This is an optimization exercise on Yosys and OpenROAD, whose aim is small area, a short achievable clock period and few clock cycles, not a production implementation.
Function was not checked in any run shown here: the RTL went through the layout flow alone.

==> flow/config.mk <==
export PLATFORM = sky130hd
export DESIGN_NAME = LearningMachine
export DESIGN_NICKNAME = LearningMachine
export VERILOG_FILES = /design/flow/design.v
export SDC_FILE = /design/flow/constraint.sdc
export NUM_CORES = 4
export LEC_CHECK = 0
export ABC_CLOCK_PERIOD_IN_PS = 5000
export CAP_MARGIN = 20
export CORE_MARGIN = 2
export CORE_UTILIZATION = 40
export SETUP_SLACK_MARGIN = 5
export SLEW_MARGIN = 20
export SYNTH_HIERARCHICAL = 1
export SYNTH_MINIMUM_KEEP_SIZE = 0
==> flow/flow/run.sh <==
#!/bin/bash
set -euo pipefail
bash standard.sh SETUP_SLACK_MARGIN=8 SETUP_MOVE_SEQUENCE=unbuffer,size_down,sizeup,swap,clone 'BUFFER_PORTS_ARGS=-buffer_cell sky130_fd_sc_hd__buf_1' finish > standard_make.log 2>&1
==> flow/constraint.sdc <==
create_clock -name core_clock -period 12.0 [get_ports {clk}]
set_input_delay 2.4000 -clock core_clock [delete_from_list [all_inputs] [get_ports {clk}]]
set_output_delay 2.4000 -clock core_clock [all_outputs]
set_load 0.01 [all_outputs]
==> flow/design.v <==
`timescale 1ns/1ns
module Controller(input clk, rst, start, compare, flag, output InitYin, InitW1, InitW2, InitB, InitFlag, InitAlpha, LdX1, LdX2, LdT, Select2, LdYin, LdFlag, LdAlphaT, LdW1, LdW2, LdB,ReadEn,Ready, output [1:0] Select1, Sel1, Sel2);
	reg initYin, initW1, initW2, initB, initFlag, initAlpha, ldX1, ldX2, ldT, select2, ldYin, ldFlag, ldAlphaT, ldW1, ldW2, ldB;
	reg [1:0] select1, sel1, sel2;
	reg [3:0] ns, ps;
	reg ldCnt, cntDown;
	reg readEn, ready;
	wire co;
	reg [7:0] Cout;
	always@(ps, start, co, compare, flag)begin
		ns = 4'b0;
		case(ps)
			4'b0000: begin
				ns = (start)? 4'b0001 : 4'b0000;
			  end
			4'b0001: begin
				ns = 4'b0010;
				end
			4'b0010: begin
				ns = 4'b0011;
				end
			4'b0011: begin
				ns = 4'b0100;
				end
			4'b0100: begin
				ns = 4'b0101;
				end
			4'b0101: begin
				ns = compare ? 4'b0110 : 4'b1010;
				end
			4'b0110: begin
				ns = 4'b0111;
				end
			4'b0111: begin
				ns = 4'b1000;
				end
			4'b1000: begin
				ns = 4'b1001;
				end
			4'b1001: begin
				ns = 4'b1010;
				end
			4'b1010: begin
				ns = (co == 0) ? 4'b0010 : 
				     (flag == 1) ? 4'b1011 : 
				     (flag == 0) ? 4'b0000 : 4'b1010;
				end
			4'b1011: begin
			  ns = 4'b0010;
			  end
			default: ns = 4'b0000;
		endcase
	end
	always@(ps)begin
		{initYin, initW1, initW2, initB, initFlag, ldCnt, initAlpha, ldX1, ldX2, ldT, cntDown, select2, ldYin, ldFlag, ldAlphaT, ldW1, ldW2, ldB} = 18'b0;
		readEn = 1'b0;
		ready = 1'b0;
		select1 = 2'b0;
		sel1 = 2'b0;
		sel2 = 2'b0;
		case(ps)
			4'b0000: begin
				ready = 1;
			  end
			4'b0001: begin
				initW1 = 1;
				initW2 = 1;
				initB = 1;
				initYin = 1;
				ldCnt = 1;
				initAlpha = 1;
				end
			4'b0010: begin
				ldX1 = 1;
				ldX2 = 1;
				ldT = 1;
				cntDown = 1;
				readEn = 1;
				end
			4'b0011: begin
				sel1 = 2'b00;
				sel2 = 2'b01;
				select1 = 2'b01;
				select2 = 1;
				ldYin = 1;
				end
			4'b0100: begin
				sel1 = 2'b01;
				sel2 = 2'b10;
				select1 = 2'b00;
				select2 = 1;
				ldYin = 1;
				end
			4'b0101: begin
				end
			4'b0110: begin
				sel1 = 2'b10;
				sel2 = 2'b0;
				ldAlphaT = 1;
				ldFlag = 1;
				end
			4'b0111: begin
				sel1 = 2'b11;
				sel2 = 2'b01;
				select2 = 1;
				select1 = 2'b10;
				ldW1 = 1;
				end
			4'b1000: begin
				sel1 = 2'b11;
				sel2 = 2'b10;
				select2 = 1;
				select1 = 2'b11;
				ldW2 = 1;
				end
			4'b1001: begin
				select2 = 0;
				select1 = 2'b01;
				ldB = 1;
				end
			4'b1010: begin
				end
			4'b1011: begin
			  ldCnt = 1;
			  initFlag = 1;
			  end
		endcase
	end
	always@(posedge clk,posedge rst)begin
		if(rst) ps <= 4'b0000;
		else ps <= ns;
	end
	always@(posedge clk, posedge rst)begin
	  if(rst)
	    Cout = 8'b11001000;
	  else begin
	    if(ldCnt) Cout <= 8'b11001000;
	    else if(cntDown) Cout <= Cout - 1;
	  end
  end
  assign co = ~|{Cout};
  assign InitYin = initYin;
  assign InitW1 = initW1;
  assign InitW2 = initW2;
  assign InitB = initB;
  assign InitFlag = initFlag;
  assign LdCnt = ldCnt;
  assign InitAlpha = initAlpha;
  assign LdX1 = ldX1;
  assign LdX2 = ldX2;
  assign LdT = ldT;
  assign CntDown = cntDown;
  assign Select1 = select1;
  assign Select2 = select2;
  assign LdYin = ldYin;
  assign LdFlag = ldFlag;
  assign LdAlphaT = ldAlphaT;
  assign LdW1 = ldW1;
  assign LdW2 = ldW2;
  assign LdB = ldB;
  assign Sel1 = sel1;
  assign Sel2 = sel2;
  assign ReadEn = readEn;
  assign Ready = ready;
endmodule
`timescale 1ns/1ns
module FlagReg(input clk,rst,loadData,initVal, output out);
  reg outData;
  assign out = outData;
  always@(posedge clk, posedge rst)begin
    if(rst) outData <= 1'b0;
    else
    begin
      if(initVal) outData <= 1'b0;
      else
    begin
    if (loadData) outData <= 1'b1;
    else outData <= outData;
    end
  end
  end
endmodule
`timescale 1ns/1ns
module Reg2bit(input clk,rst,loadData,initVal, input [1:0] inData, output[1:0] out);
  reg [1:0] outData;
  assign out = outData;
  always@(posedge clk, posedge rst)begin
    if(rst) outData <= 2'b0;
    else
    begin
      if(initVal) outData <= 2'b0;
      else
    begin
    if (loadData) outData <= inData;
    else outData <= outData;
    end
  end
  end
endmodule
`timescale 1ns/1ns
module Reg3bit(input clk,rst,loadData,initVal, input [2:0] inData, output[2:0] out);
  reg [2:0] outData;
  assign out = outData;
  always@(posedge clk, posedge rst)begin
    if(rst) outData <= 3'b0;
    else
    begin
      if(initVal) outData <= 3'b0;
      else
    begin
    if (loadData) outData <= inData;
    else outData <= outData;
    end
  end
  end
endmodule
`timescale 1ns/1ns
module Reg7bit(input clk,rst,loadData,initVal, input [6:0] inData, output[6:0] out);
  reg [6:0] outData;
  assign out = outData;
  always@(posedge clk, posedge rst)begin
    if(rst) outData <= 7'b0;
    else
    begin
      if(initVal) outData <= 7'b0;
      else
    begin
    if (loadData) outData <= inData;
    else outData <= outData;
    end
  end
  end
endmodule
`timescale 1ns/1ns
module Reg14bit(input clk,rst,loadData,initVal, input [13:0] inData, output[13:0] out);
  reg [13:0] outData;
  assign out = outData;
  always@(posedge clk, posedge rst)begin
    if(rst) outData <= 14'b0;
    else
    begin
      if(initVal) outData <= 14'b0;
      else
    begin
    if (loadData) outData <= inData;
    else outData <= outData;
    end
  end
  end
endmodule
`timescale 1ns/1ns
module Mux2to1(input select, input [13:0]in1,in2, output [13:0]MuxOut);
  assign MuxOut = ~select ? in1 : in2;
endmodule
`timescale 1ns/1ns
module Mux4to1(input [1:0]select, input [13:0]in1,in2,in3,in4, output [13:0]MuxOut);
  assign MuxOut = select==2'b00 ? in1 :
          select==2'b01 ? in2 :
          select==2'b10 ? in3 :
          select==2'b11 ? in4 : 14'bz;
endmodule
`timescale 1ns/1ns
module adder( input [13:0] op1, op2, output [13:0] result );
  assign result = op1 + op2;
endmodule
`timescale 1ns/1ns
module multiplier( input [13:0] op1, op2, output [13:0] result );
  wire [27:0] w;
  wire signed [13:0] operand1,operand2;
  assign operand1 = op1;
  assign operand2 = op2;
  assign w = operand1 * operand2;
  assign result = w[21:8];
endmodule
`timescale 1ns/1ns
module DataPath(input clk,rst, input [6:0] x1Data,x2Data, input [1:0] tData, input InitYin, InitW1, InitW2, InitB, InitFlag, InitAlpha, LdX1, LdX2, LdT, Select2, LdYin, LdFlag, LdAlphaT, LdW1, LdW2, LdB, input [1:0]  Select1, Sel1, Sel2, output compare, flag, output[1:0] signYin, output[13:0] w1,w2,b,Yin);
  wire [6:0] x1,x2;
  wire [1:0] t;
  wire [2:0] alpha,alphaT;
  wire [13:0] AddOut,MultOut,MultOp1,MultOp2,AddOp1,AddOp2;
  wire [13:0] castedT,castedAlphaT,castedAlpha,castedX1,castedX2;
  assign castedT = t[1] ? {4'b1111, t, 8'b0}: {4'b0, t, 8'b0};
  assign castedAlphaT = alphaT[2] ? {5'b11111, alphaT, 6'b0}: {5'b0, alphaT, 6'b0};
  assign castedAlpha = alpha[2] ? {5'b11111, alpha, 6'b0}: {5'b0, alpha, 6'b0};
  assign castedX1 = x1[6] ? {3'b111, x1, 4'b0}: {3'b0, x1, 4'b0};
  assign castedX2 = x2[6] ? {3'b111, x2, 4'b0}: {3'b0, x2, 4'b0};
  FlagReg FLAG(clk,rst,LdFlag,InitFlag, flag);
  Reg2bit T(clk,rst,LdT,1'b0,tData,t);
  Reg3bit ALPHA(clk,rst,InitAlpha,1'b0,3'b011, alpha);
  Reg3bit ALPHAT(clk,rst,LdAlphaT,1'b0,MultOut[8:6], alphaT);
  Reg7bit X1(clk,rst,LdX1,1'b0,x1Data, x1);
  Reg7bit X2(clk,rst,LdX2,1'b0,x2Data, x2);
  Reg14bit W1(clk,rst,LdW1,InitW1,AddOut, w1);
  Reg14bit W2(clk,rst,LdW2,InitW2,AddOut, w2);
  Reg14bit B (clk,rst,LdB,InitB,AddOut, b);
  Reg14bit YIN (clk,rst,LdYin,InitYin,AddOut, Yin);
  Mux4to1 MULTOP1(Sel1,w1,w2,castedT,castedAlphaT, MultOp1);
  Mux4to1 MULTOP2(Sel2,castedAlpha,castedX1,castedX2,14'b0, MultOp2);
  Mux4to1 ADDOP1(Select1,Yin,b,w1,w2, AddOp1);
  Mux2to1 ADDOP2(Select2,castedAlphaT,MultOut, AddOp2);
  multiplier MULTIPLIER(MultOp1,MultOp2, MultOut);
  adder ADDER(AddOp1,AddOp2, AddOut);
  assign compare = (Yin == 14'b0) ? 1 : (Yin[13] ^ t[1]);
  assign signYin = Yin[13] ? 2'b11 : 2'b01;  
endmodule
`timescale 1ns/1ns
module LearningMachine(input clk,rst, start, input [6:0] x1Data,x2Data, input [1:0] tData, output[1:0] signYin, output[13:0] w1,w2,b,Yin,output ReadEn, Ready);
  reg busy, rdEn, valid;
  reg xlast, flag;
  reg [7:0] cnt;      
  reg [6:0] x1, x2;
  reg [3:0] o1, o2;      
  reg [2:0] tw1, tw2;    
  reg t;
  reg [11:0] u1, u2;
  reg [7:0] v;
  reg [13:0] yReg;
  wire [13:0] ya, yb;
  wire [11:0] u1n, u2n;
  wire n1;
  wire n2;
  wire n3;
  wire n4;
  wire n5;
  wire n6;
  wire n7;
  wire n8;
  wire n9;
  wire n10;
  wire n11;
  wire n12;
  wire n13;
  wire n14;
  wire n15;
  wire n16;
  wire n17;
  wire n18;
  wire n19;
  wire n20;
  wire n21;
  wire n22;
  wire n23;
  wire n24;
  wire n25;
  wire n26;
  wire n27;
  wire n28;
  wire n29;
  wire n30;
  wire n31;
  wire n32;
  wire n33;
  wire n34;
  wire n35;
  wire n36;
  wire n37;
  wire n38;
  wire n39;
  wire n40;
  wire n41;
  wire n42;
  wire n43;
  wire n44;
  wire n45;
  wire n46;
  wire n47;
  wire n48;
  wire n49;
  wire n50;
  wire n51;
  wire n52;
  wire n53;
  wire n54;
  wire n55;
  wire n56;
  wire n57;
  wire n58;
  wire n59;
  wire n60;
  wire n61;
  wire n62;
  wire n63;
  wire n64;
  wire n65;
  wire n66;
  wire n67;
  wire n68;
  wire n69;
  wire n70;
  wire n71;
  wire n72;
  wire n73;
  wire n74;
  wire n75;
  wire n76;
  wire n77;
  wire n78;
  wire n79;
  wire n80;
  wire n81;
  wire n82;
  wire n83;
  wire n84;
  wire n85;
  wire n86;
  wire n87;
  wire n88;
  wire n89;
  wire n90;
  wire n91;
  wire n92;
  wire n93;
  wire n94;
  wire n95;
  wire n96;
  wire n97;
  wire n98;
  wire n99;
  wire s100;
  wire c101;
  wire s102;
  wire c103;
  wire s104;
  wire c105;
  wire s106;
  wire c107;
  wire s108;
  wire c109;
  wire s110;
  wire c111;
  wire s112;
  wire c113;
  wire s114;
  wire c115;
  wire s116;
  wire c117;
  wire s118;
  wire c119;
  wire s120;
  wire c121;
  wire s122;
  wire c123;
  wire s124;
  wire c125;
  wire s126;
  wire c127;
  wire s128;
  wire c129;
  wire s130;
  wire c131;
  wire s132;
  wire c133;
  wire s134;
  wire c135;
  wire s136;
  wire c137;
  wire s138;
  wire c139;
  wire s140;
  wire c141;
  wire s142;
  wire c143;
  wire s144;
  wire c145;
  wire s146;
  wire c147;
  wire s148;
  wire c149;
  wire s150;
  wire c151;
  wire s152;
  wire c153;
  wire s154;
  wire c155;
  wire s156;
  wire c157;
  wire s158;
  wire c159;
  wire s160;
  wire c161;
  wire s162;
  wire c163;
  wire s164;
  wire c165;
  wire s166;
  wire c167;
  wire s168;
  wire c169;
  wire s170;
  wire c171;
  wire s172;
  wire c173;
  wire s174;
  wire c175;
  wire s176;
  wire c177;
  wire s178;
  wire c179;
  wire s180;
  wire c181;
  wire s182;
  wire c183;
  wire s184;
  wire c185;
  wire s186;
  wire c187;
  wire s188;
  wire c189;
  wire s190;
  wire c191;
  wire s192;
  wire c193;
  wire s194;
  wire c195;
  wire s196;
  wire c197;
  wire s198;
  wire c199;
  wire s200;
  wire c201;
  wire s202;
  wire c203;
  wire s204;
  wire c205;
  wire s206;
  wire c207;
  wire s208;
  wire c209;
  wire s210;
  wire c211;
  wire s212;
  wire c213;
  wire s214;
  wire c215;
  wire s216;
  wire c217;
  wire s218;
  wire c219;
  wire s220;
  wire c221;
  wire s222;
  wire c223;
  wire s224;
  wire c225;
  wire s226;
  wire c227;
  wire s228;
  wire c229;
  wire s230;
  wire c231;
  wire s232;
  wire c233;
  wire s234;
  wire c235;
  wire s236;
  wire c237;
  wire s238;
  wire c239;
  wire s240;
  wire c241;
  wire s242;
  wire c243;
  wire s244;
  wire c245;
  wire s246;
  wire c247;
  wire s248;
  wire c249;
  wire s250;
  wire c251;
  wire s252;
  wire c253;
  wire s254;
  wire c255;
  wire s256;
  wire c257;
  wire s258;
  wire c259;
  wire s260;
  wire c261;
  wire s262;
  wire c263;
  wire s264;
  wire c265;
  wire s266;
  wire c267;
  wire s268;
  wire c269;
  wire s270;
  wire c271;
  wire s272;
  wire c273;
  wire s274;
  wire c275;
  wire s276;
  wire c277;
  wire s278;
  wire c279;
  wire s280;
  wire c281;
  wire s282;
  wire c283;
  wire s284;
  wire c285;
  wire s286;
  wire c287;
  wire s288;
  wire c289;
  wire s290;
  wire c291;
  wire s292;
  wire c293;
  wire s294;
  wire c295;
  wire s296;
  wire c297;
  wire g298;
  wire p299;
  wire g300;
  wire p301;
  wire g302;
  wire p303;
  wire g304;
  wire p305;
  wire g306;
  wire p307;
  wire g308;
  wire p309;
  wire g310;
  wire p311;
  wire g312;
  wire p313;
  wire g314;
  wire p315;
  wire g316;
  wire p317;
  wire g318;
  wire p319;
  wire g320;
  wire p321;
  wire g322;
  wire p323;
  wire g324;
  wire p325;
  wire g326;
  wire p327;
  wire g328;
  wire p329;
  wire g330;
  wire p331;
  wire g332;
  wire p333;
  wire g334;
  wire p335;
  wire g336;
  wire p337;
  wire g338;
  wire p339;
  wire g340;
  wire p341;
  wire g342;
  wire p343;
  wire g344;
  wire p345;
  wire g346;
  wire p347;
  wire y348;
  wire y349;
  wire y350;
  wire y351;
  wire y352;
  wire y353;
  wire y354;
  wire y355;
  wire y356;
  wire y357;
  wire y358;
  wire y359;
  wire y360;
  wire z361;
  wire z362;
  wire z363;
  wire z364;
  wire z365;
  wire z366;
  wire z367;
  wire z368;
  wire z369;
  wire z370;
  wire z371;
  wire z372;
  wire z373;
  wire z374;
  assign n1 = ((o1[0] & u1[0])) ^ x1[1];
  assign n2 = ((o1[0] & u1[1]) | (tw1[0] & u1[0])) ^ x1[1];
  assign n3 = ((o1[0] & u1[2]) | (tw1[0] & u1[1])) ^ x1[1];
  assign n4 = ((o1[0] & u1[3]) | (tw1[0] & u1[2])) ^ x1[1];
  assign n5 = ((o1[0] & u1[4]) | (tw1[0] & u1[3])) ^ x1[1];
  assign n6 = ((o1[0] & u1[5]) | (tw1[0] & u1[4])) ^ x1[1];
  assign n7 = ((o1[0] & u1[6]) | (tw1[0] & u1[5])) ^ x1[1];
  assign n8 = ((o1[0] & u1[7]) | (tw1[0] & u1[6])) ^ x1[1];
  assign n9 = ((o1[0] & u1[8]) | (tw1[0] & u1[7])) ^ x1[1];
  assign n10 = ((o1[0] & u1[9]) | (tw1[0] & u1[8])) ^ x1[1];
  assign n11 = ((o1[0] & u1[10]) | (tw1[0] & u1[9])) ^ x1[1];
  assign n12 = ((o1[0] & u1[11]) | (tw1[0] & u1[10])) ^ x1[1];
  assign n13 = ~(((o1[0] & u1[11]) | (tw1[0] & u1[11])) ^ x1[1]);
  assign n14 = ((o1[1] & u1[0])) ^ x1[3];
  assign n15 = ((o1[1] & u1[1]) | (tw1[1] & u1[0])) ^ x1[3];
  assign n16 = ((o1[1] & u1[2]) | (tw1[1] & u1[1])) ^ x1[3];
  assign n17 = ((o1[1] & u1[3]) | (tw1[1] & u1[2])) ^ x1[3];
  assign n18 = ((o1[1] & u1[4]) | (tw1[1] & u1[3])) ^ x1[3];
  assign n19 = ((o1[1] & u1[5]) | (tw1[1] & u1[4])) ^ x1[3];
  assign n20 = ((o1[1] & u1[6]) | (tw1[1] & u1[5])) ^ x1[3];
  assign n21 = ((o1[1] & u1[7]) | (tw1[1] & u1[6])) ^ x1[3];
  assign n22 = ((o1[1] & u1[8]) | (tw1[1] & u1[7])) ^ x1[3];
  assign n23 = ((o1[1] & u1[9]) | (tw1[1] & u1[8])) ^ x1[3];
  assign n24 = ((o1[1] & u1[10]) | (tw1[1] & u1[9])) ^ x1[3];
  assign n25 = ((o1[1] & u1[11]) | (tw1[1] & u1[10])) ^ x1[3];
  assign n26 = ~(((o1[1] & u1[11]) | (tw1[1] & u1[11])) ^ x1[3]);
  assign n27 = ((o1[2] & u1[0])) ^ x1[5];
  assign n28 = ((o1[2] & u1[1]) | (tw1[2] & u1[0])) ^ x1[5];
  assign n29 = ((o1[2] & u1[2]) | (tw1[2] & u1[1])) ^ x1[5];
  assign n30 = ((o1[2] & u1[3]) | (tw1[2] & u1[2])) ^ x1[5];
  assign n31 = ((o1[2] & u1[4]) | (tw1[2] & u1[3])) ^ x1[5];
  assign n32 = ((o1[2] & u1[5]) | (tw1[2] & u1[4])) ^ x1[5];
  assign n33 = ((o1[2] & u1[6]) | (tw1[2] & u1[5])) ^ x1[5];
  assign n34 = ((o1[2] & u1[7]) | (tw1[2] & u1[6])) ^ x1[5];
  assign n35 = ((o1[2] & u1[8]) | (tw1[2] & u1[7])) ^ x1[5];
  assign n36 = ((o1[2] & u1[9]) | (tw1[2] & u1[8])) ^ x1[5];
  assign n37 = ((o1[2] & u1[10]) | (tw1[2] & u1[9])) ^ x1[5];
  assign n38 = ((o1[2] & u1[11]) | (tw1[2] & u1[10])) ^ x1[5];
  assign n39 = (o1[3] & u1[0]);
  assign n40 = x1[6] & ~((o1[3] & u1[0]));
  assign n41 = ((o1[3] & u1[1])) ^ x1[6];
  assign n42 = ((o1[3] & u1[2])) ^ x1[6];
  assign n43 = ((o1[3] & u1[3])) ^ x1[6];
  assign n44 = ((o1[3] & u1[4])) ^ x1[6];
  assign n45 = ((o1[3] & u1[5])) ^ x1[6];
  assign n46 = ((o1[3] & u1[6])) ^ x1[6];
  assign n47 = ((o1[3] & u1[7])) ^ x1[6];
  assign n48 = ((o1[3] & u1[8])) ^ x1[6];
  assign n49 = ((o1[3] & u1[9])) ^ x1[6];
  assign n50 = n1 & x1[1] & n2;
  assign n51 = ((o2[0] & u2[0])) ^ x2[1];
  assign n52 = ((o2[0] & u2[1]) | (tw2[0] & u2[0])) ^ x2[1];
  assign n53 = ((o2[0] & u2[2]) | (tw2[0] & u2[1])) ^ x2[1];
  assign n54 = ((o2[0] & u2[3]) | (tw2[0] & u2[2])) ^ x2[1];
  assign n55 = ((o2[0] & u2[4]) | (tw2[0] & u2[3])) ^ x2[1];
  assign n56 = ((o2[0] & u2[5]) | (tw2[0] & u2[4])) ^ x2[1];
  assign n57 = ((o2[0] & u2[6]) | (tw2[0] & u2[5])) ^ x2[1];
  assign n58 = ((o2[0] & u2[7]) | (tw2[0] & u2[6])) ^ x2[1];
  assign n59 = ((o2[0] & u2[8]) | (tw2[0] & u2[7])) ^ x2[1];
  assign n60 = ((o2[0] & u2[9]) | (tw2[0] & u2[8])) ^ x2[1];
  assign n61 = ((o2[0] & u2[10]) | (tw2[0] & u2[9])) ^ x2[1];
  assign n62 = ((o2[0] & u2[11]) | (tw2[0] & u2[10])) ^ x2[1];
  assign n63 = ~(((o2[0] & u2[11]) | (tw2[0] & u2[11])) ^ x2[1]);
  assign n64 = ((o2[1] & u2[0])) ^ x2[3];
  assign n65 = ((o2[1] & u2[1]) | (tw2[1] & u2[0])) ^ x2[3];
  assign n66 = ((o2[1] & u2[2]) | (tw2[1] & u2[1])) ^ x2[3];
  assign n67 = ((o2[1] & u2[3]) | (tw2[1] & u2[2])) ^ x2[3];
  assign n68 = ((o2[1] & u2[4]) | (tw2[1] & u2[3])) ^ x2[3];
  assign n69 = ((o2[1] & u2[5]) | (tw2[1] & u2[4])) ^ x2[3];
  assign n70 = ((o2[1] & u2[6]) | (tw2[1] & u2[5])) ^ x2[3];
  assign n71 = ((o2[1] & u2[7]) | (tw2[1] & u2[6])) ^ x2[3];
  assign n72 = ((o2[1] & u2[8]) | (tw2[1] & u2[7])) ^ x2[3];
  assign n73 = ((o2[1] & u2[9]) | (tw2[1] & u2[8])) ^ x2[3];
  assign n74 = ((o2[1] & u2[10]) | (tw2[1] & u2[9])) ^ x2[3];
  assign n75 = ((o2[1] & u2[11]) | (tw2[1] & u2[10])) ^ x2[3];
  assign n76 = ~(((o2[1] & u2[11]) | (tw2[1] & u2[11])) ^ x2[3]);
  assign n77 = ((o2[2] & u2[0])) ^ x2[5];
  assign n78 = ((o2[2] & u2[1]) | (tw2[2] & u2[0])) ^ x2[5];
  assign n79 = ((o2[2] & u2[2]) | (tw2[2] & u2[1])) ^ x2[5];
  assign n80 = ((o2[2] & u2[3]) | (tw2[2] & u2[2])) ^ x2[5];
  assign n81 = ((o2[2] & u2[4]) | (tw2[2] & u2[3])) ^ x2[5];
  assign n82 = ((o2[2] & u2[5]) | (tw2[2] & u2[4])) ^ x2[5];
  assign n83 = ((o2[2] & u2[6]) | (tw2[2] & u2[5])) ^ x2[5];
  assign n84 = ((o2[2] & u2[7]) | (tw2[2] & u2[6])) ^ x2[5];
  assign n85 = ((o2[2] & u2[8]) | (tw2[2] & u2[7])) ^ x2[5];
  assign n86 = ((o2[2] & u2[9]) | (tw2[2] & u2[8])) ^ x2[5];
  assign n87 = ((o2[2] & u2[10]) | (tw2[2] & u2[9])) ^ x2[5];
  assign n88 = ((o2[2] & u2[11]) | (tw2[2] & u2[10])) ^ x2[5];
  assign n89 = ((o2[3] & u2[0])) ^ x2[6];
  assign n90 = ((o2[3] & u2[1])) ^ x2[6];
  assign n91 = ((o2[3] & u2[2])) ^ x2[6];
  assign n92 = ((o2[3] & u2[3])) ^ x2[6];
  assign n93 = ((o2[3] & u2[4])) ^ x2[6];
  assign n94 = ((o2[3] & u2[5])) ^ x2[6];
  assign n95 = ((o2[3] & u2[6])) ^ x2[6];
  assign n96 = ((o2[3] & u2[7])) ^ x2[6];
  assign n97 = ((o2[3] & u2[8])) ^ x2[6];
  assign n98 = ((o2[3] & u2[9])) ^ x2[6];
  assign n99 = n51 & x2[1] & n52;
  LM_fa fs100(x1[3], x2[3], n3, s100, c101);
  LM_fa fs102(x1[5], x2[5], n5, s102, c103);
  LM_ha hs104(n6, n17, s104, c105);
  LM_fa fs106(x2[6], n7, n18, s106, c107);
  LM_fa fs108(n29, n39, n57, s108, c109);
  LM_fa fs110(n8, n19, n30, s110, c111);
  LM_fa fs112(n40, n41, n58, s112, c113);
  LM_ha hs114(n69, n80, s114, c115);
  LM_fa fs116(v[0], n9, n20, s116, c117);
  LM_fa fs118(n31, n42, n59, s118, c119);
  LM_fa fs120(n70, n81, n91, s120, c121);
  LM_fa fs122(v[1], n10, n21, s122, c123);
  LM_fa fs124(n32, n43, n60, s124, c125);
  LM_fa fs126(n71, n82, n92, s126, c127);
  LM_fa fs128(v[2], n11, n22, s128, c129);
  LM_fa fs130(n33, n44, n61, s130, c131);
  LM_fa fs132(n72, n83, n93, s132, c133);
  LM_fa fs134(v[3], n12, n23, s134, c135);
  LM_fa fs136(n34, n45, n62, s136, c137);
  LM_fa fs138(n73, n84, n94, s138, c139);
  LM_fa fs140(v[4], n13, n24, s140, c141);
  LM_fa fs142(n35, n46, n63, s142, c143);
  LM_fa fs144(n74, n85, n95, s144, c145);
  LM_fa fs146(1'b1, v[5], n25, s146, c147);
  LM_fa fs148(n36, n47, n75, s148, c149);
  LM_ha hs150(n86, n96, s150, c151);
  LM_fa fs152(1'b1, v[6], n26, s152, c153);
  LM_fa fs154(n37, n48, n76, s154, c155);
  LM_ha hs156(n87, n97, s156, c157);
  LM_fa fs158(v[7], n38, n49, s158, c159);
  LM_ha hs160(n88, n98, s160, c161);
  LM_fa fs162(n14, n50, n53, s162, c163);
  LM_fa fs164(n4, n15, n54, s164, c165);
  LM_fa fs166(n16, n27, n55, s166, c167);
  LM_ha hs168(n66, n77, s168, c169);
  LM_fa fs170(n28, n56, n67, s170, c171);
  LM_fa fs172(n78, s104, c103, s172, c173);
  LM_fa fs174(n68, n79, n89, s174, c175);
  LM_fa fs176(c105, s106, s108, s176, c177);
  LM_fa fs178(n90, s114, c107, s178, c179);
  LM_fa fs180(c109, s110, s112, s180, c181);
  LM_fa fs182(c115, c111, c113, s182, c183);
  LM_fa fs184(s116, s118, s120, s184, c185);
  LM_fa fs186(c117, c119, c121, s186, c187);
  LM_fa fs188(s122, s124, s126, s188, c189);
  LM_fa fs190(c123, c125, c127, s190, c191);
  LM_fa fs192(s128, s130, s132, s192, c193);
  LM_fa fs194(c129, c131, c133, s194, c195);
  LM_fa fs196(s134, s136, s138, s196, c197);
  LM_fa fs198(c135, c137, c139, s198, c199);
  LM_fa fs200(s140, s142, s144, s200, c201);
  LM_fa fs202(s150, c141, c143, s202, c203);
  LM_fa fs204(c145, s146, s148, s204, c205);
  LM_fa fs206(c151, s156, c147, s206, c207);
  LM_fa fs208(c149, s152, s154, s208, c209);
  LM_fa fs210(t, c157, s160, s210, c211);
  LM_fa fs212(c153, c155, s158, s212, c213);
  LM_ha hs214(n64, n99, s214, c215);
  LM_fa fs216(n65, c101, c163, s216, c217);
  LM_fa fs218(s168, c165, s102, s218, c219);
  LM_fa fs220(c169, c167, s170, s220, c221);
  LM_fa fs222(c171, s174, c173, s222, c223);
  LM_fa fs224(c175, s178, c177, s224, c225);
  LM_fa fs226(c179, c181, s182, s226, c227);
  LM_fa fs228(c183, c185, s186, s228, c229);
  LM_fa fs230(c187, c189, s190, s230, c231);
  LM_fa fs232(c191, c193, s194, s232, c233);
  LM_fa fs234(c195, c197, s198, s234, c235);
  LM_fa fs236(c199, c201, s202, s236, c237);
  LM_fa fs238(c203, s206, c205, s238, c239);
  LM_fa fs240(c207, s210, c209, s240, c241);
  LM_ha hs242(s214, s100, s242, c243);
  LM_fa fs244(c215, s164, s216, s244, c245);
  LM_fa fs246(s166, c217, s218, s246, c247);
  LM_fa fs248(c219, s172, s220, s248, c249);
  LM_fa fs250(c221, s176, s222, s250, c251);
  LM_fa fs252(s180, c223, s224, s252, c253);
  LM_fa fs254(s184, c225, s226, s254, c255);
  LM_fa fs256(s188, c227, s228, s256, c257);
  LM_fa fs258(s192, c229, s230, s258, c259);
  LM_fa fs260(s196, c231, s232, s260, c261);
  LM_fa fs262(s200, c233, s234, s262, c263);
  LM_fa fs264(s204, c235, s236, s264, c265);
  LM_fa fs266(s208, c237, s238, s266, c267);
  LM_fa fs268(s212, c239, s240, s268, c269);
  assign ya = {c267, c265, c263, c261, c259, c257, c255, c253, c251, c249, c247, c245, c243, s242};
  assign yb = {s268, s266, s264, s262, s260, s258, s256, s254, s252, s250, s248, s246, s244, s162};
  LM_ha hs270(s242, s162, s270, c271);
  LM_ha hs272(c243, s244, s272, c273);
  LM_ha hs274(c245, s246, s274, c275);
  LM_ha hs276(c247, s248, s276, c277);
  LM_ha hs278(c249, s250, s278, c279);
  LM_ha hs280(c251, s252, s280, c281);
  LM_ha hs282(c253, s254, s282, c283);
  LM_ha hs284(c255, s256, s284, c285);
  LM_ha hs286(c257, s258, s286, c287);
  LM_ha hs288(c259, s260, s288, c289);
  LM_ha hs290(c261, s262, s290, c291);
  LM_ha hs292(c263, s264, s292, c293);
  LM_ha hs294(c265, s266, s294, c295);
  LM_ha hs296(c267, s268, s296, c297);
  LM_g qg298(c273, s272, c271, g298);
  LM_gp qg300(c277, s276, c275, s274, g300, p301);
  LM_gp qg302(c281, s280, c279, s278, g302, p303);
  LM_gp qg304(c285, s284, c283, s282, g304, p305);
  LM_gp qg306(c289, s288, c287, s286, g306, p307);
  LM_gp qg308(c293, s292, c291, s290, g308, p309);
  LM_gp qg310(c297, s296, c295, s294, g310, p311);
  LM_g qg312(c275, s274, g298, g312);
  LM_g qg314(g300, p301, g298, g314);
  LM_gp qg316(c283, s282, g302, p303, g316, p317);
  LM_gp qg318(g304, p305, g302, p303, g318, p319);
  LM_gp qg320(c291, s290, g306, p307, g320, p321);
  LM_gp qg322(g308, p309, g306, p307, g322, p323);
  LM_g qg324(c279, s278, g314, g324);
  LM_g qg326(g302, p303, g314, g326);
  LM_g qg328(g316, p317, g314, g328);
  LM_g qg330(g318, p319, g314, g330);
  LM_gp qg332(c295, s294, g322, p323, g332, p333);
  LM_gp qg334(g310, p311, g322, p323, g334, p335);
  LM_g qg336(c287, s286, g330, g336);
  LM_g qg338(g306, p307, g330, g338);
  LM_g qg340(g320, p321, g330, g340);
  LM_g qg342(g322, p323, g330, g342);
  LM_g qg344(g332, p333, g330, g344);
  LM_g qg346(g334, p335, g330, g346);
  assign y348 = s272 ^ c271;
  assign y349 = s274 ^ g298;
  assign y350 = s276 ^ g312;
  assign y351 = s278 ^ g314;
  assign y352 = s280 ^ g324;
  assign y353 = s282 ^ g326;
  assign y354 = s284 ^ g328;
  assign y355 = s286 ^ g330;
  assign y356 = s288 ^ g336;
  assign y357 = s290 ^ g338;
  assign y358 = s292 ^ g340;
  assign y359 = s294 ^ g342;
  assign y360 = s296 ^ g344;
  assign yt = {y360, y359, y358, y357, y356, y355, y354, y353, y352, y351, y350, y349, y348, s270};
  assign z361 = s272 ^ (c271 | s270);
  assign z362 = s274 ^ (c273 | s272);
  assign z363 = s276 ^ (c275 | s274);
  assign z364 = s278 ^ (c277 | s276);
  assign z365 = s280 ^ (c279 | s278);
  assign z366 = s282 ^ (c281 | s280);
  assign z367 = s284 ^ (c283 | s282);
  assign z368 = s286 ^ (c285 | s284);
  assign z369 = s288 ^ (c287 | s286);
  assign z370 = s290 ^ (c289 | s288);
  assign z371 = s292 ^ (c291 | s290);
  assign z372 = s294 ^ (c293 | s292);
  assign z373 = s296 ^ (c295 | s294);
  assign z374 = z373 ^ t;
  assign zx = {z374, z372, z371, z370, z369, z368, z367, z366, z365, z364, z363, z362, z361, s270};
  wire [5:0] xl1 = x1[5:0] ^ {6{t}};
  wire xs1 = x1[6] ^ t;
  assign u1n = u1 + {4'd0, ~xs1, xs1, xl1} + {4'd0, ~xs1, xl1, t} + {4'b1111, 6'd0, t, 1'b0};
  wire [5:0] xl2 = x2[5:0] ^ {6{t}};
  wire xs2 = x2[6] ^ t;
  assign u2n = u2 + {4'd0, ~xs2, xs2, xl2} + {4'd0, ~xs2, xl2, t} + {4'b1111, 6'd0, t, 1'b0};
  wire [13:0] yt;    
  wire [13:0] y = {yt[13] ^ t, yt[12:0]};
  wire [13:0] zx;
  wire yzero = ~|zx;
  wire mis = yzero | yt[13];
  wire upd = valid & mis;
  wire clr = ~busy & start;
  wire [7:0] vn = v + {{6{t}}, ~t, 1'b1};    
  wire last = (cnt == 8'd14);
  function [6:0] booth(input [6:0] x);
    reg [8:0] e;
    integer i;
    begin
      e = {x[6], x, 1'b0};
      for (i = 0; i < 4; i = i + 1)
        booth[i] = e[2*i+1] ^ e[2*i];
      for (i = 0; i < 3; i = i + 1)
        booth[4+i] = (e[2*i+2] & ~e[2*i+1] & ~e[2*i]) | (~e[2*i+2] & e[2*i+1] & e[2*i]);
    end
  endfunction
  wire [6:0] bd1 = booth(x1Data);
  wire [6:0] bd2 = booth(x2Data);
  always @(posedge clk) begin
    x1 <= x1Data; x2 <= x2Data; t <= tData[1];
    o1 <= bd1[3:0]; tw1 <= bd1[6:4];
    o2 <= bd2[3:0]; tw2 <= bd2[6:4];
  end
  always @(posedge clk) begin
    if (!busy) begin
      xlast <= 1'b0; flag <= 1'b0; cnt <= 8'd1;
    end else begin
      if (rdEn) begin
        xlast <= last;
        cnt <= last ? 8'd1 : {cnt[6:0], cnt[7] ^ cnt[5] ^ cnt[4] ^ cnt[3]};
      end
      if (rdEn && last) flag <= 1'b0;
      else if (upd && !xlast) flag <= 1'b1;
    end
  end
  always @(posedge clk, posedge rst) begin
    if (rst) begin
      busy <= 1'b0; rdEn <= 1'b0; valid <= 1'b0;
      u1 <= 12'd0; u2 <= 12'd0; v <= 8'd0; yReg <= 14'd0;
    end else begin
      if (valid) yReg <= y;
      u1 <= upd ? u1n : u1 & {12{~clr}};
      u2 <= upd ? u2n : u2 & {12{~clr}};
      v <= upd ? vn : v & {8{~clr}};
      if (!busy) begin
        if (start) begin
          busy <= 1'b1; rdEn <= 1'b1; valid <= 1'b0;
        end
      end else begin
        valid <= rdEn;
        if (rdEn && last) begin
          rdEn <= flag | upd;
        end else if (!rdEn && xlast && valid) begin
          rdEn <= mis;
          busy <= mis;
        end
      end
    end
  end
  assign w1 = {u1, 2'b00};
  assign w2 = {u2, 2'b00};
  assign b = {v, 6'b0};
  assign Yin = yReg;
  assign signYin = {yReg[13], 1'b1};
  assign ReadEn = rdEn;
  assign Ready = ~busy;
endmodule
module LM_fa(input a, b, c, output s, co);
  assign s = a ^ b ^ c;
  assign co = (a & b) | (a & c) | (b & c);
endmodule
module LM_ha(input a, b, output s, co);
  assign s = a ^ b;
  assign co = a & b;
endmodule
module LM_gp(input gh, ph, gl, pl, output g, p);
  assign g = gh | (ph & gl);
  assign p = ph & pl;
endmodule
module LM_g(input gh, ph, gl, output g);
  assign g = gh | (ph & gl);
endmodule
==> flow/standard.sh <==
#!/bin/bash
# synth_recipe.tcl (not shown) runs the flow's synth.tcl, then flattens the netlist and writes it again
# the make line also repeats each setting of config.mk as NAME=value (left out here)
make -C /OpenROAD-flow-scripts/flow DESIGN_CONFIG=/design/flow/config.mk WORK_HOME=/design/flow/orfs CLKGATE_MAP_FILE= SYNTH_SCRIPT=/design/flow/synth_recipe.tcl "${@:-finish}"
==> impl_metrics.toml, run 1 <==
[run_status]
status = "finished clean"

[detailed_routing]
drtIter0Drc = 437
routedWlPerCell_um = 17.9
vias_per_cell = 5.33
drc = 0
dr.pass1.iters = 6
routed_wl_mm = 21.5
ant_nets = 0
vias = 6415

[grt]
grt_max_degree = 50
grt_usage = 0.196
antenna_found_initial = 0
grt_pass1_vias = 6194
overflow = 0
grt_pass1_wl_mm = 34.5

[floorplan]
die_y_um = 151
start_util = 0.411
ios = 79
rows = 53
die_w_um = 151
dieArea_mm2 = 0.0229
fp.coreArea_mm2 = 0.0212

[sta]
hold_slack_ps = 464
setup_tns_ps = 0
fmax_mhz = 190
slew_violations = 0
setup_viol = 0
slew_headroom = 0.365
finalHoldViolCount = 0
rsz0062_at_grt = "yes"
tightest_slew_ps = 945
finClkSkew_ps = 6.92
min_period_over_period = 0.438
period_needed_ps = 5250

[finish]
syn_to_final_growth_pct = 15.1
n_antenna_cell = 0
drive_gt1_frac = 0.180
final_area_mm2 = 0.0100
nets = 1081

[logic_synthesis]
ys_top_cells_by_area = "fa_1, dfrtp_1, xnor2_1"
synth_xor_area_frac = 0.157
synth_top_family_by_area = "adder cells"
syn-mean-instance-area_um2 = 9.62
synth_compound_area_frac = 0.168
netlist_instances = 904
synth_seq_cells = 86
synth_simple_gate_area_frac = 0.0995
synthMuxAreaShare = 0.0134
ys_seq_area_frac = 0.226
yosys.cell_types.count = 55
synth.top_cell.area_share = 0.207
synth_edf_count = 0
synth_warnings = 8
async_reset_ff_frac = 0.570
synth_common_cells = "xnor2_1, fa_1, a22oi_1, nand2_1, clkbuf_1"
yosysMostFrequentCell = "xnor2_1"
synth_area_mm2 = 0.00870
synth-adder-area-share = 0.276
synth_ff_type = "dfrtp_1"
synth_top_area_cell = "fa_1"

[worst_setup_path]
path_cells = "a22oi_2 > xnor2_2 > fa_2 > fa_2 > fa_1 > fa_2 > ha_4 > o21ba_4 > a2111oi_4 > nand4_1 > o31ai_4 > nand2_4 > buf_8 > mux2_4 > a21o_1"
cpPeakStageDelay_ps = 580
crit_top_cell = "fa_2"
path_class = "reg2reg"
critPathMaxFanout = 10
cp_slowest_cell = "fa_1"
cp-end-kind = "flop"
cp.required_ps = 12250
crit_arrival_ps = 5510
start_kind = "flop"

[placed_design]
place.gp.congestion = 0.802
place_area_mm2 = 0.00927
hpwl_mm = 15.1
place.port_buffers = 66

[clocking]
cts.hold.buffers_added = 0
cts_made_buffers = 9
cts_tree = "built"
htree_levels = 3
clock_latency_ps = 360
cts_buffer_depth = 2
cts.clk_slew.worst_paths_ps = 70
clock_sinks = 86
cts_root_buffer = "clkbuf_16"

[hold_path]
hp-class = "reg2reg"

[run]
maxCapViolCount = 0
[path summary, 6_finish.rpt]
| check | start | end | slack (ps) | depth (start not counted) |
|---|---|---|---|---|
| worst min register to register | flag | flag | 460 | 1 |
| min in group asynchronous | rst | valid | 2210 | 3 |
| max in group asynchronous | rst | u2[10] | 9290 | 3 |
| worst max register to register | u1[10] | v[7] | 6750 | 15 |
| worst max-delay path | u1[10] | v[7] | 6750 | 15 |
| worst min-delay path | flag | flag | 460 | 1 |
[stage by stage]
step	setup slack [ps]	cells	utilization
floorplan	7210	915	-
global placement	5980	1181	0.438
detailed placement	5930	1181	0.438
CTS	6670	1204	0.465
global route	6540	1204	0.473
finish	6750	1204	0.473
[placed cells by master, fill, tap and decap left out, types with 21 or more instances in the layout]
cell     Yosys  final
a21oi_1     31     31
fa_1        90     69
a21o_1      34     33
xnor2_1    124    106
dfrtp_1     49     27
fa_2         0     21
nor2_1      39     39
buf_1       11     66
xor2_1      30     30
o21ai_0     24     22
nand2_1     52     54
inv_1       40     39
ha_1        48     38
dfrtp_2      0     22
a22oi_2      0     30
a22oi_1     64     34
nand3_1     32     32
[per-module statistics from Yosys, one instance, submodules excluded]
| module | cells inside | cell area, um2 | times used |
|---|---|---|---|
| LM_fa | 1 | 20.0 | 77 |
| LM_g | 1 | 7.51 | 12 |
| LM_gp | 2 | 13.8 | 10 |
| LM_ha | 1 | 12.5 | 22 |
| LearningMachine | 773 | 6660 | 1 |
[area by class of cell]
type | count | area [um2]
clock buffer | 10 | 229
clock inverter | 6 | 76.3
fill | 2005 | 11100
inverter | 40 | 150
multi-input combinational | 713 | 6770
sequential | 86 | 2050
tap | 275 | 344
timing repair buffer | 74 | 390
[per-layer routing]
metal	vias to the layer above	global-route usage	part of all wire
met5	-	0	0
met4	0	0.0575	0.013
met3	14	0.0350	0.046
met2	155	0.311	0.47
met1	3150	0.275	0.47
li1	3096	-	-
[cells by family after synthesis]
family          Yosys count
compound gates          211
xor+xnor                155
fa+ha+maj               138
buf+inv                 120
flops                    86
mux                      11
other cells               2
simple gates            181
[critical path: cells and delay by family, from the launching register on]
kind            cells  cell delay [ps]
compound gates      5             1300
simple gates        2              430
mux                 1              300
buf+inv             1              200
xor+xnor            1              160
fa+ha+maj           5             2250
flops               1              500
[flip-flops by register name, indices dropped and copies added (netlist names), 3 cells and up]
| signal | cells |
|---|---|
| cnt | 8 |
| o1 | 4 |
| o2 | 4 |
| tw1 | 3 |
| tw2 | 3 |
| u1 | 12 |
| u2 | 12 |
| v | 8 |
| x1 | 6 |
| x2 | 6 |
| yReg | 14 |
[repair_timing]
| item | CTS | global route |
|---|---|---|
| hold endpoints to repair | 0 | 0 |
| gates cloned | 7 | 0 |
| buffers inserted | 0 | 0 |
| resized for setup | 119 | 128 |
| pin swaps | 38 | 44 |
| endpoints found under the setup margin | 44 | 42 |
==> run 2, diff against run 1 <==
--- a/flow/design.v
+++ b/flow/design.v
@@ -310,7 +310,7 @@
   reg [7:0] cnt;      
   reg [6:0] x1, x2;
-  reg [3:0] o1, o2;      
-  reg [2:0] tw1, tw2;    
   reg t;
+  wire [3:0] o1, o2;      
+  wire [2:0] tw1, tw2;    
   reg [11:0] u1, u2;
   reg [7:0] v;
@@ -678,18 +678,4 @@
   wire y359;
   wire y360;
-  wire z361;
-  wire z362;
-  wire z363;
-  wire z364;
-  wire z365;
-  wire z366;
-  wire z367;
-  wire z368;
-  wire z369;
-  wire z370;
-  wire z371;
-  wire z372;
-  wire z373;
-  wire z374;
   assign n1 = ((o1[0] & u1[0])) ^ x1[1];
   assign n2 = ((o1[0] & u1[1]) | (tw1[0] & u1[0])) ^ x1[1];
@@ -931,19 +917,4 @@
   assign y360 = s296 ^ g344;
   assign yt = {y360, y359, y358, y357, y356, y355, y354, y353, y352, y351, y350, y349, y348, s270};
-  assign z361 = s272 ^ (c271 | s270);
-  assign z362 = s274 ^ (c273 | s272);
-  assign z363 = s276 ^ (c275 | s274);
-  assign z364 = s278 ^ (c277 | s276);
-  assign z365 = s280 ^ (c279 | s278);
-  assign z366 = s282 ^ (c281 | s280);
-  assign z367 = s284 ^ (c283 | s282);
-  assign z368 = s286 ^ (c285 | s284);
-  assign z369 = s288 ^ (c287 | s286);
-  assign z370 = s290 ^ (c289 | s288);
-  assign z371 = s292 ^ (c291 | s290);
-  assign z372 = s294 ^ (c293 | s292);
-  assign z373 = s296 ^ (c295 | s294);
-  assign z374 = z373 ^ t;
-  assign zx = {z374, z372, z371, z370, z369, z368, z367, z366, z365, z364, z363, z362, z361, s270};
   wire [5:0] xl1 = x1[5:0] ^ {6{t}};
   wire xs1 = x1[6] ^ t;
@@ -954,5 +925,5 @@
   wire [13:0] yt;    
   wire [13:0] y = {yt[13] ^ t, yt[12:0]};
-  wire [13:0] zx;
+  wire [13:0] zx = ya ^ yb ^ {ya[12:0] | yb[12:0], 1'b0} ^ {t, 13'd0};
   wire yzero = ~|zx;
   wire mis = yzero | yt[13];
@@ -961,21 +932,11 @@
   wire [7:0] vn = v + {{6{t}}, ~t, 1'b1};    
   wire last = (cnt == 8'd14);
-  function [6:0] booth(input [6:0] x);
-    reg [8:0] e;
-    integer i;
-    begin
-      e = {x[6], x, 1'b0};
-      for (i = 0; i < 4; i = i + 1)
-        booth[i] = e[2*i+1] ^ e[2*i];
-      for (i = 0; i < 3; i = i + 1)
-        booth[4+i] = (e[2*i+2] & ~e[2*i+1] & ~e[2*i]) | (~e[2*i+2] & e[2*i+1] & e[2*i]);
-    end
-  endfunction
-  wire [6:0] bd1 = booth(x1Data);
-  wire [6:0] bd2 = booth(x2Data);
+  wire [6:0] bd1, bd2;
+  LM_bdec dec1(x1, bd1);
+  LM_bdec dec2(x2, bd2);
+  assign o1 = bd1[3:0]; assign tw1 = bd1[6:4];
+  assign o2 = bd2[3:0]; assign tw2 = bd2[6:4];
   always @(posedge clk) begin
     x1 <= x1Data; x2 <= x2Data; t <= tData[1];
-    o1 <= bd1[3:0]; tw1 <= bd1[6:4];
-    o2 <= bd2[3:0]; tw2 <= bd2[6:4];
   end
   always @(posedge clk) begin
@@ -1023,4 +984,18 @@
   assign Ready = ~busy;
 endmodule
+module LM_bdec(input [6:0] x, output [6:0] d);
+  function [6:0] booth(input [6:0] x);
+    reg [8:0] e;
+    integer i;
+    begin
+      e = {x[6], x, 1'b0};
+      for (i = 0; i < 4; i = i + 1)
+        booth[i] = e[2*i+1] ^ e[2*i];
+      for (i = 0; i < 3; i = i + 1)
+        booth[4+i] = (e[2*i+2] & ~e[2*i+1] & ~e[2*i]) | (~e[2*i+2] & e[2*i+1] & e[2*i]);
+    end
+  endfunction
+  assign d = booth(x);
+endmodule
 module LM_fa(input a, b, c, output s, co);
   assign s = a ^ b ^ c;
==> flow/flow/run.sh (replaced) <==
#!/bin/bash
set -euo pipefail
bash standard.sh SETUP_SLACK_MARGIN=8 'BUFFER_PORTS_ARGS=-buffer_cell sky130_fd_sc_hd__buf_1' finish > standard_make.log 2>&1
==> run 2 against run 1 <==
Compared with the run above: critical path type unchanged; synthesized area decreased by 0.62%; sequential cell count is 12 lower; sequential share of layout area decreased by 4.6 points; critical path depth grew 8; first-iteration DRC count fell by 4.8%; wire length increased by 12%; register-to-register slack got worse by 97 ps; worst setup slack got worse by 97 ps; worst hold slack better by 18 ps.
==> impl_metrics.toml, run 2 <==
[grt]
met3_usage = 0.0280
met2_usage = 0.370
grt_max_degree = 50
grt_usage = 0.216
groute.layer.met1.usage = 0.285
busiest_layer = "met2"
grt_pass1_vias = 7009
grt_pass1_wl_mm = 37.5
antenna_found_initial = 0
overflow = 0

[floorplan]
die_w_um = 151
dieArea_mm2 = 0.0228
ios = 79
start_util = 0.410
rows = 53
fp.coreArea_mm2 = 0.0211
die_y_um = 151

[worst_setup_path]
critPathMaxFanout = 7
path_cells = "buf_12 > buf_8 > xor2_4 > buf_6 > buf_4 > nand2_2 > xnor2_2 > fa_2 > fa_2 > fa_2 > fa_2 > ha_4 > and2_4 > and2_1 > and2_1 > a21o_1 > xor2_2 > and2_4 > a31oi_4 > buf_12 > and2_4 > o21bai_4 > a22o_1"
crit_arrival_ps = 5640
start_kind = "flop"
crit_top_cell = "fa_2"
cp.required_ps = 12290
cp-end-kind = "flop"
cpPeakStageDelay_ps = 640
cp_slowest_cell = "fa_2"
reg2reg_slack_ps = 6650
path_class = "reg2reg"

[placed_design]
hpwl_mm = 15.6
dp.cells = 1194
place.port_buffers = 66
place.gp.congestion = 0.828
place_area_mm2 = 0.00914

[finish]
final_cell_mix = "xnor2_1, buf_1, inv_1, fa_1, buf_4"
drive_gt1_frac = 0.254
reg.largest.list = "yReg: 14 flops, u1: 12 flops, u2: 12 flops"
layout_commonest_cell = "xnor2_1"
fin_cells = 1301
n_antenna_cell = 0
regMostFlops = "yReg"
nFillCells = 1919
syn_to_final_growth_pct = 28.9
nets = 1191
final_area_mm2 = 0.0111
largest_register_ffs = 14

[logic_synthesis]
synth_edf_count = 0
async_reset_ff_frac = 0.662
synth_warnings = 9
synth_xor_area_frac = 0.173
ys_top_cells_by_area = "fa_1, dfrtp_1, xnor2_1"
yosysMostFrequentCell = "xnor2_1"
synth_common_cells = "xnor2_1, fa_1, a22oi_1, inv_1, ha_1"
ys_seq_area_frac = 0.200
netlist_instances = 915
yosys.cell_types.count = 52
synth_area_mm2 = 0.00865
syn-mean-instance-area_um2 = 9.45
synth_top_family_by_area = "adder cells"
synth_simple_gate_area_frac = 0.0951
synth_top_area_cell = "fa_1"
synth-adder-area-share = 0.297
synth_compound_area_frac = 0.151
synth_seq_cells = 74
synth_ff_type = "dfrtp_1"
synth.top_cell.area_share = 0.208
synthMuxAreaShare = 0.0109

[sta]
setup_tns_ps = 0
slew_violations = 0
min_period_over_period = 0.446
hold_slack_ps = 482
slew_headroom = 0.507
finalHoldViolCount = 0
setup_viol = 0
fmax_mhz = 187
period_needed_ps = 5350
rsz0062_at_grt = "yes"
tightest_slew_ps = 740
finClkSkew_ps = 9.92

[detailed_routing]
dr.pass1.iters = 5
drtIter0Drc = 416
vias = 6911
vias_per_cell = 5.31
routed_wl_mm = 24.1
routedWlPerCell_um = 18.5
ant_nets = 0
drc = 0

[clocking]
cts_made_buffers = 9
cts_tree = "built"
clock_sinks = 74
cts.hold.buffers_added = 0
cts_root_buffer = "clkbuf_16"
clock_latency_ps = 360
htree_levels = 3
cts.clk_slew.worst_paths_ps = 70
cts_buffer_depth = 2

[hold_path]
hp-class = "reg2reg"

[run]
maxCapViolCount = 0

[run_status]
status = "finished clean"
-- run 2: modules after synthesis, one instance, submodules excluded --
module	flip-flops and latches	cells
LM_fa	0	1
LM_bdec	0	11
LM_ha	0	1
LearningMachine	74	762
LM_g	0	1
LM_gp	0	2
-- run 2: worst paths after layout --
path,from,endpoint,cells after the start
min in group asynchronous,rst,yReg[2],3
setup / recovery,x2[5],u2[11],23
hold / removal,flag,flag,2
max in group asynchronous,rst,v[4],3
hold reg to reg,flag,flag,2
setup reg to reg,x2[5],u2[11],23
-- run 2: routing by layer --
metal / part of all wire / wire (um)
met1: 0.43 / 10300
met3: 0.051 / 1220
met4: 0.020 / 473
met2: 0.50 / 12100
met5: 0 / 0
-- run 2: area by class of cell --
class	count	area, um2	area share
clock buffers	9	225	0.0202
clock inverters	7	60.1	0.00539
inverters	64	240	0.0216
multi-input cells	708	7130	0.640
flip-flops and latches	74	1770	0.159
well taps	275	344	0.0309
repair buffers	164	1380	0.123
-- run 2: cells by family after synthesis --
logic type	count (synthesis)
compound gates	195
other cells	2
xor+xnor	168
simple gates	172
flops	74
mux	9
fa+ha+maj	151
buf+inv	144
-- run 2: critical path: cells and delay by family (launching register included) --
kind | cells | cell delay, ps
compound gates | 4 | 660
xor+xnor | 3 | 490
fa+ha+maj | 5 | 2270
buf+inv | 5 | 670
flops | 1 | 340
simple gates | 6 | 830
-- run 2: repair_timing --
item	4_1_cts	5_1_grt
pin swaps	79	61
setup endpoints to repair	47	44
gates cloned	5	2
gates resized for setup	117	72
setup buffers	68	16
-- run 2: stage by stage --
stage	setup slack, ps	utilization
after global routing	6510	0.529
after floorplan	6980	-
after detailed placement	5340	0.433
after CTS	6630	0.503
after global placement	5370	0.433
final	6650	0.529
==> run 3, diff against run 2 <==
==> flow/flow/run.sh (replaced) <==
#!/bin/bash
set -euo pipefail
bash standard.sh SETUP_SLACK_MARGIN=7.5 'BUFFER_PORTS_ARGS=-buffer_cell sky130_fd_sc_hd__buf_1' finish > standard_make.log 2>&1
==> run 3 against run 2 <==
Compared with the run above: critical path depth is 1 lower; critical path type unchanged; die area stayed put; wire length is 0.24% lower; worst hold slack better by 12 ps; count of clock-buffer cells in the layout is 2 higher; synthesized cell count stayed put; sequential cell count stayed put; worst setup slack worse by 70 ps; sequential share of layout area is 0.081 points higher.
==> impl_metrics.toml, run 3 <==
[finish]
n_antenna_cell = 0
nFillCells = 1866
drive_gt1_frac = 0.254
largest_register_ffs = 14
syn_to_final_growth_pct = 28.3
nets = 1210
regMostFlops = "yReg"
final_cell_mix = "xnor2_1, buf_4, buf_1, inv_1, ha_1"
layout_commonest_cell = "xnor2_1"
reg.largest.list = "yReg: 14 flops, u1: 12 flops, u2: 12 flops"

[sta]
slew_headroom = 0.480
finalHoldViolCount = 0
finClkSkew_ps = 9.57
tightest_slew_ps = 760
rsz0062_at_grt = "yes"
period_needed_ps = 5420
fmax_mhz = 185
finalWorstSetupSlack_ps = 6580
slew_violations = 0
setup_tns_ps = 0
min_period_over_period = 0.452
setup_viol = 0

[worst_setup_path]
start_kind = "flop"
path_cells = "buf_12 > xor2_4 > buf_4 > buf_6 > nand2_1 > xnor2_2 > fa_2 > fa_2 > fa_1 > fa_2 > ha_4 > and2_1 > a21o_1 > a21o_1 > a21o_1 > xor2_2 > and2_4 > a31oi_4 > buf_12 > and2_4 > o21bai_1 > a22o_1"
cp_slowest_cell = "fa_2"
cp.required_ps = 12300
path_class = "reg2reg"
crit_arrival_ps = 5720
cpPeakStageDelay_ps = 640
cp-end-kind = "flop"
critPathMaxFanout = 6

[grt]
grt_pass1_vias = 6793
grt_max_degree = 50
grt_pass1_wl_mm = 37.3
overflow = 0
met3_usage = 0.0352
grt_usage = 0.215
antenna_found_initial = 0
met2_usage = 0.341
busiest_layer = "met2"
groute.layer.met1.usage = 0.294

[clocking]
cts.hold.buffers_added = 0
cts.clk_slew.worst_paths_ps = 70
clock_latency_ps = 360
cts_tree = "built"
htree_levels = 3
cts_made_buffers = 9
cts_buffer_depth = 2
clock_sinks = 74
cts_root_buffer = "clkbuf_16"

[logic_synthesis]
synthMuxAreaShare = 0.0109
synth_area_mm2 = 0.00865
synth.top_cell.area_share = 0.208
synth_warnings = 9
syn-mean-instance-area_um2 = 9.45
synth-adder-area-share = 0.297
async_reset_ff_frac = 0.662
yosys.cell_types.count = 52
synth_common_cells = "xnor2_1, fa_1, a22oi_1, inv_1, ha_1"
synth_top_family_by_area = "adder cells"
synth_edf_count = 0
synth_xor_area_frac = 0.173
synth_ff_type = "dfrtp_1"
synth_compound_area_frac = 0.151
synth_seq_cells = 74
synth_top_area_cell = "fa_1"
synth_simple_gate_area_frac = 0.0951
yosysMostFrequentCell = "xnor2_1"
netlist_instances = 915
ys_seq_area_frac = 0.200
ys_top_cells_by_area = "fa_1, dfrtp_1, xnor2_1"

[detailed_routing]
routed_wl_mm = 24.1
dr.pass1.iters = 6
ant_nets = 0
routedWlPerCell_um = 18.2
vias = 7103
drtIter0Drc = 525
vias_per_cell = 5.38
drc = 0

[placed_design]
pre_cts_ws_ps = 5180
place.gp.congestion = 0.866
place.port_buffers = 66
hpwl_mm = 15.5

[floorplan]
fp.coreArea_mm2 = 0.0211
dieArea_mm2 = 0.0228
die_y_um = 151
rows = 53
die_w_um = 151
ios = 79
start_util = 0.410

[hold_path]
hp-class = "reg2reg"

[run_status]
status = "finished clean"

[run]
maxCapViolCount = 0
## run 3: cell families after synthesis
group                    after synthesis
XOR/XNOR                             168
multiplexers                           9
buffers and inverters                144
adder cells (fa/ha/maj)              151
AO/OA/AOI/OAI                        195
other                                  2
flip-flops                            74
AND/OR/NAND/NOR                      172
## run 3: stage by stage
step | instance area, um2 | hold WS (ps) | utilization | instances
after floorplan | 8940 | 436 | - | 926
after global routing | 11100 | 506 | 0.526 | 1320
after CTS | 10700 | 486 | 0.507 | 1291
final | 11100 | 494 | 0.526 | 1320
after detailed placement | 9140 | 463 | 0.433 | 1194
after global placement | 9140 | 450 | 0.433 | 1194
## run 3: worst paths after layout
path                       slack [ps]  endpoint  cells after the start   from
setup / recovery                 6580    u2[11]                     22  x1[5]
hold reg to reg                   490      flag                      2   flag
max in group asynchronous        9300     u1[6]                      3    rst
min in group asynchronous        2190   yReg[0]                      3    rst
setup reg to reg                 6580    u2[11]                     22  x1[5]
hold / removal                    490      flag                      2   flag
## run 3: final cells by class
cell class                 count  area, um2  share of cell area
multi-input combinational    711       7090               0.640
tap                          275        344              0.0310
inverter                      64        240              0.0217
timing repair buffer         180       1330               0.120
sequential                    74       1770               0.159
clock buffer                  11        275              0.0248
clock inverter                 5       38.8             0.00350
## run 3: worst max-delay path: cells and delay by family (launching register included)
family	cells	cell delay [ps]
AND/OR/NAND/NOR	4	630
buffers and inverters	4	550
flip-flops	1	380
adder cells (fa/ha/maj)	5	2200
XOR/XNOR	3	570
AO/OA/AOI/OAI	6	1010
## run 3: timing repair
action,in CTS,in global routing
gates cloned,5,0
pin swaps,79,65
endpoints found under the hold margin,0,0
gates resized for setup,115,31
buffers inserted,76,29
endpoints found under the setup margin,44,41
## run 3: Yosys stat by module, one instance, submodules excluded
| module | area, um2 | cells inside | times used | flip-flops and latches |
|---|---|---|---|---|
| LM_g | 7.51 | 1 | 12 | 0 |
| LM_ha | 12.5 | 1 | 22 | 0 |
| LM_gp | 13.8 | 2 | 10 | 0 |
| LearningMachine | 6450 | 762 | 1 | 74 |
| LM_bdec | 75.1 | 11 | 2 | 0 |
| LM_fa | 20.0 | 1 | 77 | 0 |
## run 3: routing by layer
layer | routed length (um) | part of all wire
met1 | 10500 | 0.44
met2 | 11400 | 0.47
met3 | 1360 | 0.056
met4 | 809 | 0.034
met5 | 0 | 0

separate check: timing with driven ports:
In the flow no input, the clock included, has a driving cell. The finished layouts below were timed again as built, in two steps. Step 1 assumes that a clkbuf_16 drives the clock port and a buf_2 every other input. Step 2, shift: input delay + t, output delay - t, t = (earliest + latest rising clock arrival at the registers) / 2. This alone moves slack from input paths to output paths. Three values: ideal, step 1, step 2; two values: the first two.
run | t (ns) | slack for setup (ns) | worst data-port slew with drivers (ns)
run 1 | 0.400 | 6.747 / 6.747 / 6.747 | 0.03
run 2 | 0.392 | 6.650 / 6.650 / 6.650 | 0.04
run 3 | 0.401 | 6.580 / 6.580 / 6.580 | 0.03
After both steps every run listed still meets setup and hold.
